This is an optimization exercise on Yosys and OpenROAD, whose aim is small area, a short achievable clock period and few clock cycles, not a production implementation. RTL that was checked went through simulation tests only; none was proved equivalent to the original. The flow treats the clock pin as an ideal source. Dropping or thinning the clock tree relies on that and would not hold on a real chip. Power is estimated from default activity; no workload was simulated.

10-26:
==> flow/design.v (excerpt) <==
module ELA(clk, rst, in_data, data_rd, req, wen, addr, data_wr, done);
	input				clk;
	input				rst;
	input		[7:0]	in_data;
	input		[7:0]	data_rd;
	output				req;
	output	reg			wen;
	output	reg	[9:0]	addr;
	output	reg	[7:0]	data_wr;
	output				done;
	localparam S_RT = 2'd0;
	localparam S_RB = 2'd1;
	localparam S_W  = 2'd2;
	reg			interp, fin, req_r;
	reg	[1:0]	slot;
	reg	[8:0]	g;		 
	reg	[7:0]	tn;		 
	reg	[7:0]	t0, t1, t2, b0, b1, b2;
	reg	[7:0]	d1, d2, d3;
	reg			sel_af, sel_cd;
	assign req  = ~req_r;
	assign done = fin;
	function [8:0] inc9;
		input [8:0] v;
		integer i; reg c;
		begin
			c = 1'b1;
			for (i = 0; i < 9; i = i + 1) begin inc9[i] = v[i] ^ c; c = c & v[i]; end
		end
	endfunction
	function [3:0] inc4;
		input [3:0] v;
		integer i; reg c;
		begin
			c = 1'b1;
			for (i = 0; i < 4; i = i + 1) begin inc4[i] = v[i] ^ c; c = c & v[i]; end
		end
	endfunction
	function [8:0] dec2;
		input [8:0] v;
		integer i; reg b;
		begin
			dec2[0] = v[0];
			b = 1'b1;
			for (i = 1; i < 9; i = i + 1) begin dec2[i] = v[i] ^ b; b = b & ~v[i]; end
		end
	endfunction
	wire [8:0] p = dec2(g);		 
	wire [8:0] g_inc = inc9(g);
	wire [3:0] r_inc = inc4(g[8:5]);
	function [7:0] absd;
		input [7:0] x, y;
		reg [7:0] g, e, G1, E1, G2, E2, G3, E3, bo, bo2;
		integer i;
		begin
			g = x & ~y;
			e = ~(x ^ y);
			for (i = 0; i < 8; i = i + 1)
				if (i % 2 == 1) begin G1[i] = g[i] | e[i] & g[i-1]; E1[i] = e[i] & e[i-1]; end
				else begin G1[i] = g[i]; E1[i] = e[i]; end
			for (i = 0; i < 8; i = i + 1)
  ...
==> flow/config.mk <==
export PLATFORM = sky130hd
export DESIGN_NAME = ELA
export DESIGN_NICKNAME = ELA
export VERILOG_FILES = /design/flow/design.v
export SDC_FILE = /design/flow/constraint.sdc
export NUM_CORES = 8
export LEC_CHECK = 0
export CAP_MARGIN = 20
export CORE_MARGIN = 2
export CORE_UTILIZATION = 40
export CTS_BUF_LIST = sky130_fd_sc_hd__clkbuf_4
export CTS_CLUSTER_DIAMETER = 100
export CTS_CLUSTER_SIZE = 40
export SETUP_SLACK_MARGIN = 4.3
export SLEW_MARGIN = 20
==> flow/constraint.sdc <==
create_clock -name core_clock -period 7.0 [get_ports {clk}]
set_input_delay 1.4000 -clock core_clock [delete_from_list [all_inputs] [get_ports {clk}]]
set_output_delay 1.4000 -clock core_clock [all_outputs]
set_load 0.01 [all_outputs]
standard.sh (not shown) runs the stock make flow with config.mk's settings and CLKGATE_MAP_FILE= SYNTH_SCRIPT=/design/flow/synth_recipe.tcl, a recipe that flattens the netlist after the stock synthesis.
==> flow/flow/run.sh <==
#!/bin/bash
# Layout flow: the standard ORFS flow, with two changes:
#  - synthesis does not extract full/half adder cells (ADDER_MAP_FILE empty),
#    so ABC maps all of the arithmetic itself;
#  - the port buffers are sky130_fd_sc_hd__buf_2 cells.
set -euo pipefail
bash standard.sh ADDER_MAP_FILE= \
  "BUFFER_PORTS_ARGS=-buffer_cell sky130_fd_sc_hd__buf_2" \
  finish > make_finish.log 2>&1
--- input diff 10-26..04-23 ---
Settings: SETUP_SLACK_MARGIN now 4.5, was 4.3.
- Cmp 04-23 and 10-26 / post-route cell area / lower: 10-26
- Launching element of the worst setup path: t1[0]$_DFFE_PP_ -> 10-26, b1[0]$_DFFE_PP_ -> 04-23
- The routed wire length reported for 04-23 is greater than that of 10-26 by about 4.6%.
- Re synthesized cell count: no difference whatsoever between 10-26 and 04-23.
- Count of buffers not belonging to the clock network in the layout in 04-23 is 23 higher than in 10-26
- Comparing 04-23 and 10-26, the higher area growth from synthesis to layout was measured on 04-23.
Function was not checked in any run of this note: the RTL went through the layout flow alone.

========
The RTL this note starts from:
==> flow/design.v <==
`timescale 1ns/10ps
module ELA(clk, rst, in_data, data_rd, req, wen, addr, data_wr, done);
	input				clk;
	input				rst;
	input		[7:0]	in_data;
	input		[7:0]	data_rd;
	output				req;
	output	reg			wen;
	output	reg	[9:0]	addr;
	output	reg	[7:0]	data_wr;	 
	output				done;
	reg			interp, fin;
	reg			s_rb, s_w;	 
	reg	[7:0]	x;	 
	reg	[7:0]	y;	 
	reg	[7:0]	pp;	 
	reg	[7:0]	q;	 
	reg	[7:0]	r;	 
	reg	[7:0]	dreg, areg;	 
	reg	[7:0]	m;			 
	wire s_rt = ~s_rb & ~s_w;
	assign req  = ~interp;
	assign done = fin;
	wire [8:0] ix = {addr[9:6], addr[4:0]};
	wire [8:0] kst = {s_rb, s_rb, s_rb, s_rt & interp, s_rb, s_rb, s_rb,
			s_rb | s_w, s_w | ~interp & wen};
	function [8:0] add9;
		input [8:0] u, v;
		integer j; reg c;
		begin
			c = 1'b0;
			for (j = 0; j < 9; j = j + 1) begin
				add9[j] = u[j] ^ v[j] ^ c;
				c = (u[j] & v[j]) | (c & (u[j] ^ v[j]));
			end
		end
	endfunction
	wire [8:0] i_next = add9(ix, kst);
	wire [7:0] d_xy, a_xy;
	ELA_absd u_absd(.x(x), .y(y), .d(d_xy));
	ELA_avg u_avg(.x(x), .y(y), .a(a_xy));
	always @(posedge clk) begin
		dreg <= d_xy;
		areg <= a_xy;
	end
	wire edge_col = (ix[4:0] == 5'd1) || (ix[4:0] == 5'd2);
	wire le;
	ELA_le8 u_le(.v(dreg), .u(m), .le(le));
	wire take = s_w | le | (s_rb & edge_col);
	always @(posedge clk) begin
		if (take)
			m <= dreg;
		if (!interp)
			data_wr <= in_data;
		else if (take)
			data_wr <= areg;
	end
	always @(posedge clk or posedge rst) begin
		if (rst) begin
			interp <= 1'b0;
			fin <= 1'b0;
			s_rb <= 1'b0;
			s_w <= 1'b0;
			wen <= 1'b0;
			addr <= 10'd0;
		end else if (fin) begin
			wen <= 1'b0;
		end else begin
			addr <= {i_next[8:5], interp & s_rb, i_next[4:0]};
			if (!interp) begin
				wen <= ~(wen & (&ix));
				if (wen & (&ix))
					interp <= 1'b1;
			end else begin
				s_rb <= s_rt;
				s_w <= s_rb;
				wen <= s_rb & (ix[8:1] != 8'd16);
				if (s_rb && ix == 9'd1)
					fin <= 1'b1;
			end
		end
	end
	always @(posedge clk) begin
		if (s_rt) begin
			x <= y; y <= data_rd; r <= x;
		end else if (s_rb) begin
			x <= r; y <= data_rd; r <= pp; pp <= y;
		end else begin
			x <= r; y <= q; q <= y; r <= pp;
		end
	end
endmodule
module ELA_le8(v, u, le);
	input	[7:0]	v, u;
	output			le;
	wire [7:0] g = v & ~u;
	wire [7:0] e = ~(v ^ u);
	wire g10 = g[1] | e[1] & g[0], e10 = e[1] & e[0];
	wire g32 = g[3] | e[3] & g[2], e32 = e[3] & e[2];
	wire g54 = g[5] | e[5] & g[4], e54 = e[5] & e[4];
	wire g76 = g[7] | e[7] & g[6], e76 = e[7] & e[6];
	wire g30 = g32 | e32 & g10;
	wire g74 = g76 | e76 & g54, e74 = e76 & e54;
	assign le = ~(g74 | e74 & g30);
endmodule
module ELA_absd(x, y, d);
	input	[7:0]	x, y;
	output	reg	[7:0]	d;
	reg [7:0] g, e, G1, E1, G2, E2, G3, E3, bo, bo2;
	integer i;
	always @(*) begin
		g = x & ~y;
		e = ~(x ^ y);
		for (i = 0; i < 8; i = i + 1)
			if (i % 2 == 1) begin G1[i] = g[i] | e[i] & g[i-1]; E1[i] = e[i] & e[i-1]; end
			else begin G1[i] = g[i]; E1[i] = e[i]; end
		for (i = 0; i < 8; i = i + 1)
			if (i % 4 >= 2) begin G2[i] = G1[i] | E1[i] & G1[(i/4)*4+1]; E2[i] = E1[i] & E1[(i/4)*4+1]; end
			else begin G2[i] = G1[i]; E2[i] = E1[i]; end
		for (i = 0; i < 8; i = i + 1)
			if (i >= 4) begin G3[i] = G2[i] | E2[i] & G2[3]; E3[i] = E2[i] & E2[3]; end
			else begin G3[i] = G2[i]; E3[i] = E2[i]; end
		bo  = {~(G3[6:0] | E3[6:0]), 1'b0};
		bo2 = {G3[6:0], 1'b0};
		d = G3[7] ? (~e ^ bo) : (~e ^ bo2);
	end
endmodule
module ELA_avg(x, y, a);
	input	[7:0]	x, y;
	output	reg	[7:0]	a;
	reg [7:0] g, p, G1, P1, G2, P2, G3, P3;
	integer i;
	always @(*) begin
		g = x & y; p = x ^ y;
		for (i = 0; i < 8; i = i + 1)
			if (i % 2 == 1) begin G1[i] = g[i] | p[i] & g[i-1]; P1[i] = p[i] & p[i-1]; end
			else begin G1[i] = g[i]; P1[i] = p[i]; end
		for (i = 0; i < 8; i = i + 1)
			if (i % 4 >= 2) begin G2[i] = G1[i] | P1[i] & G1[(i/4)*4+1]; P2[i] = P1[i] & P1[(i/4)*4+1]; end
			else begin G2[i] = G1[i]; P2[i] = P1[i]; end
		for (i = 0; i < 8; i = i + 1)
			if (i >= 4) begin G3[i] = G2[i] | P2[i] & G2[3]; P3[i] = P2[i] & P2[3]; end
			else begin G3[i] = G2[i]; P3[i] = P2[i]; end
		a = {G3[7], p[7:1] ^ G3[6:0]};
	end
endmodule
==> flow/config.mk <==
export PLATFORM = sky130hd
export DESIGN_NAME = ELA
export DESIGN_NICKNAME = ELA
export VERILOG_FILES = /design/flow/design.v
export SDC_FILE = /design/flow/constraint.sdc
export NUM_CORES = 8
export LEC_CHECK = 0
export CAP_MARGIN = 20
export CORE_MARGIN = 2
export CORE_UTILIZATION = 40
export SETUP_SLACK_MARGIN = 4.8
export SLEW_MARGIN = 20
export SYNTH_HIERARCHICAL = 1
==> flow/constraint.sdc <==
create_clock -name core_clock -period 7.0 [get_ports {clk}]
set_input_delay 1.4000 -clock core_clock [delete_from_list [all_inputs] [get_ports {clk}]]
set_output_delay 1.4000 -clock core_clock [all_outputs]
set_load 0.01 [all_outputs]
==> flow/flow/run.sh <==
#!/bin/bash
# Layout flow: the standard ORFS flow, with these changes:
#  - synthesis does not extract full/half adder cells (ADDER_MAP_FILE empty),
#    so ABC maps all of the arithmetic itself;
#  - the port buffers are sky130_fd_sc_hd__buf_2 cells;
#  - the clock tree is one level: the clock port drives four clkbuf_16 cells,
#    one per quarter of the flip-flops (flow/cts.tcl replaces ORFS's cts.tcl,
#    with clock_tree_synthesis replaced by that buffering).
set -euo pipefail
rm -rf scripts_mod
cp -r "$FLOW_HOME/scripts" scripts_mod
cp flow/cts.tcl scripts_mod/cts.tcl
bash standard.sh ADDER_MAP_FILE= \
  "BUFFER_PORTS_ARGS=-buffer_cell sky130_fd_sc_hd__buf_2" \
  "SCRIPTS_DIR=$PWD/scripts_mod" \
  finish > make_finish.log 2>&1
Other scripts of this flow, unchanged in this note and not shown: flow/flow/cts.tcl
Testbench counts at the start, summed over its fixed seeds: cycles 62,688.
Edit:
--- a/flow/flow/run.sh
+++ b/flow/flow/run.sh
@@ -4,3 +4,3 @@
 #    so ABC maps all of the arithmetic itself;
-#  - the port buffers are sky130_fd_sc_hd__buf_2 cells;
+#  - the port buffers are sky130_fd_sc_hd__buf_1 cells;
 #  - the clock tree is one level: the clock port drives four clkbuf_16 cells,
@@ -13,3 +13,3 @@
 bash standard.sh ADDER_MAP_FILE= \
-  "BUFFER_PORTS_ARGS=-buffer_cell sky130_fd_sc_hd__buf_2" \
+  "BUFFER_PORTS_ARGS=-buffer_cell sky130_fd_sc_hd__buf_1" \
   "SCRIPTS_DIR=$PWD/scripts_mod" \
- ABC_AREA: not set -> 1
=> Setup slack got worse by 0.030 ns. Routed wire length rises by 20%. Area after synthesis increases by 7.0%. Final cell count rises by 47%. Via count climbs by 34%. Clock skew stays flat. Design area went up by 7.5%. Total power rises by 1.1%. Synthesized cell count rose by 68%.
Edit:
- ABC_AREA: 1 -> not set
- CORE_UTILIZATION: 40 -> 60
Result:
- The changed run passed the timing, DRC and antenna checks
- first-iteration DRC count is lower by 17%
- routed wire length is lower by 24%
- global-route usage is higher by 2.5 points
- worst setup slack is better by 0.028 ns
- die area is lower by 36%
- area after synthesis is lower by 6.6%
- sequential share of layout area is higher by 5.0 points
- critical path depth does not change
- synthesized cell count is lower by 41%
Edit:
- CORE_UTILIZATION: 60 -> 40
- SETUP_SLACK_MARGIN: 4.8 -> 4.75
After rerunning: Synthesized cell count is unchanged; clock power increases slightly; synthesized area does not change; combinational power is about the same.
No run of this note takes its clock network from TritonCTS; it comes from the design's own scripts or RTL.

========
RTL: the design.v shown in full above, as it stands there.
Settings: LEC_CHECK=0, CAP_MARGIN=20, CORE_MARGIN=2, CORE_UTILIZATION=40, SETUP_SLACK_MARGIN=4.8, SLEW_MARGIN=20, SYNTH_HIERARCHICAL=1; clock period 7.0 ns.
==> flow/flow/run.sh <==
#!/bin/bash
# Layout flow: the standard ORFS flow, with these changes:
#  - synthesis does not extract full/half adder cells (ADDER_MAP_FILE empty),
#    so ABC maps all of the arithmetic itself;
#  - the port buffers are sky130_fd_sc_hd__buf_1 cells;
#  - the clock tree is one level: the clock port drives four clkbuf_16 cells,
#    one per quarter of the flip-flops (flow/cts.tcl replaces ORFS's cts.tcl,
#    with clock_tree_synthesis replaced by that buffering).
set -euo pipefail
rm -rf scripts_mod
cp -r "$FLOW_HOME/scripts" scripts_mod
cp flow/cts.tcl scripts_mod/cts.tcl
bash standard.sh ADDER_MAP_FILE= \
  "BUFFER_PORTS_ARGS=-buffer_cell sky130_fd_sc_hd__buf_1" \
  "SCRIPTS_DIR=$PWD/scripts_mod" \
  finish > make_finish.log 2>&1
Other scripts of this flow, unchanged in this note and not shown: flow/flow/cts.tcl
The first run ran to the end with no violations.
Testbench counts at the start, summed over its fixed seeds: cycles 62,688.
Edit:
--- a/flow/config.mk
+++ b/flow/config.mk
@@ -9,5 +9,5 @@
 export CORE_MARGIN = 2
 export CORE_UTILIZATION = 40
-export SETUP_SLACK_MARGIN = 4.8
+export SETUP_SLACK_MARGIN = 5.0
 export SLEW_MARGIN = 20
 export SYNTH_HIERARCHICAL = 1
Via count rises by 1.6%.
Synthesized area is unchanged.
Global-route usage rises by 0.60 points.
Register-to-register slack is better by 0.07 ns.
Cell area rises by 5.0%.
Critical path depth rises by 1.
Routed wire length rises by 5.3%.
In every run of this note, the design's own scripts or RTL, not TritonCTS, make the clock network.

========
try-pepper:
// ELA: RTL as listed in full above, without the edits since
==> flow/config.mk <==
export PLATFORM = sky130hd
export DESIGN_NAME = ELA
export DESIGN_NICKNAME = ELA
export VERILOG_FILES = /design/flow/design.v
export SDC_FILE = /design/flow/constraint.sdc
export NUM_CORES = 8
export LEC_CHECK = 0
export CAP_MARGIN = 20
export CORE_MARGIN = 2
export CORE_UTILIZATION = 40
export SETUP_SLACK_MARGIN = 4.85
export SLEW_MARGIN = 20
export SYNTH_HIERARCHICAL = 1
==> flow/constraint.sdc <==
create_clock -name core_clock -period 7.0 [get_ports {clk}]
set_input_delay 1.4000 -clock core_clock [delete_from_list [all_inputs] [get_ports {clk}]]
set_output_delay 1.4000 -clock core_clock [all_outputs]
set_load 0.01 [all_outputs]
Scripts as last shown in full above: flow/flow/run.sh
Other scripts of this flow, unchanged in this note and not shown: flow/flow/cts.tcl
try-pepper finished every stage and its layout cleared the timing, DRC and antenna checks.
Testbench counts of try-pepper, summed over its fixed seeds: cycles 62,688.
diff inputs: try-pepper => try-fjord
- CORE_UTILIZATION now 70, was 40
- SETUP_SLACK_MARGIN now 4.8, was 4.85
Findings:
try-fjord reached the end of the flow, and the finished layout is clean on the timing, DRC and antenna checks. Clock slew at the register clock pins of the worst setup and hold paths: try-fjord vs try-pepper, no meaningful difference. Power delta (try-fjord -> try-pepper): insignificant. Diff try-pepper -> try-fjord | combinational share of power | increase of 0.2 points. try-pepper → try-fjord: post-route clock period utilization picked up an extra 0.30 points, final instance area lost about 2.3%, setup slack lost 0.021 ns.
#### Input delta (try-juniper over try-fjord)
- swapping 70 for 50 in CORE_UTILIZATION
## What came out
- Finished layout cell area for try-juniper: 0.57% up relative to try-fjord
- try-juniper has standard cell core area above what try-fjord had.
- Relative to try-fjord, area growth from synthesis to final layout increased by 0.62 points in try-juniper.
- From try-fjord to try-juniper, critical path buffer and inverter count did not move at all.
- Cmp try-fjord and try-juniper / worst slew slack as a fraction of its limit / higher: try-fjord
- Relative to try-fjord, the area of the die measured on try-juniper has increased by more than a quarter.
- Sort try-fjord and try-juniper by setup slack asc -> top: try-fjord
- Changes observed in try-juniper relative to try-fjord: later-pin clock latency in the skew report neither gained nor lost much, top fanout value on the critical path fell by 1, part of the power in combinational logic fell 0.7 points.
- try-juniper: done, clean on timing, DRC and antenna
- Per the final summary, try-fjord finished and its layout is clean on timing, DRC and antenna.
No run of this note takes its clock network from TritonCTS; it comes from the design's own scripts or RTL.

-- port drivers added, routing unchanged --
How much do the figures lean on ideal ports? The routed layouts below were timed once more, with nothing changed but the port constraints. Step 1, drivers: a clkbuf_16 drives clk and a buf_2 each remaining input, both assumed. Step 2 moves the port delays by t, midway between the first and last clock arrival at a register: inputs arrive t later, outputs are due t later. That takes back most of the time a late clock gives input paths. Slacks: ideal / step 1 / step 2; pairs: ideal / step 1.
run | shift t [ns] | slack for setup (ns) | slew at the worst register clock pin (ns)
10-26 | 0.543 | 4.360 / 4.360 / 4.360 | 0.11 / 0.11
04-23 | 0.548 | 4.469 / 4.469 / 4.469 | 0.11 / 0.11
the first run of note 2 | 0.223 | 4.831 / 4.756 / 4.890 | 0.09 / 0.09
the second run of note 2 | 0.228 | 4.801 / 4.723 / 4.951 | 0.09 / 0.09
the third run of note 2 | 0.222 | 4.829 / 4.752 / 4.878 | 0.08 / 0.08
the fourth run of note 2 | 0.221 | 4.789 / 4.714 / 4.874 | 0.09 / 0.09
the first run of note 3 | 0.222 | 4.837 / 4.762 / 4.930 | 0.09 / 0.09
the second run of note 3 | 0.224 | 4.852 / 4.778 / 4.989 | 0.09 / 0.09
try-pepper | 0.225 | 4.843 / 4.765 / 4.968 | 0.09 / 0.09
try-fjord | 0.219 | 4.822 / 4.747 / 4.848 | 0.08 / 0.08
try-juniper | 0.229 | 4.832 / 4.753 / 4.886 | 0.10 / 0.10
After both steps setup and hold are still met in every run listed.
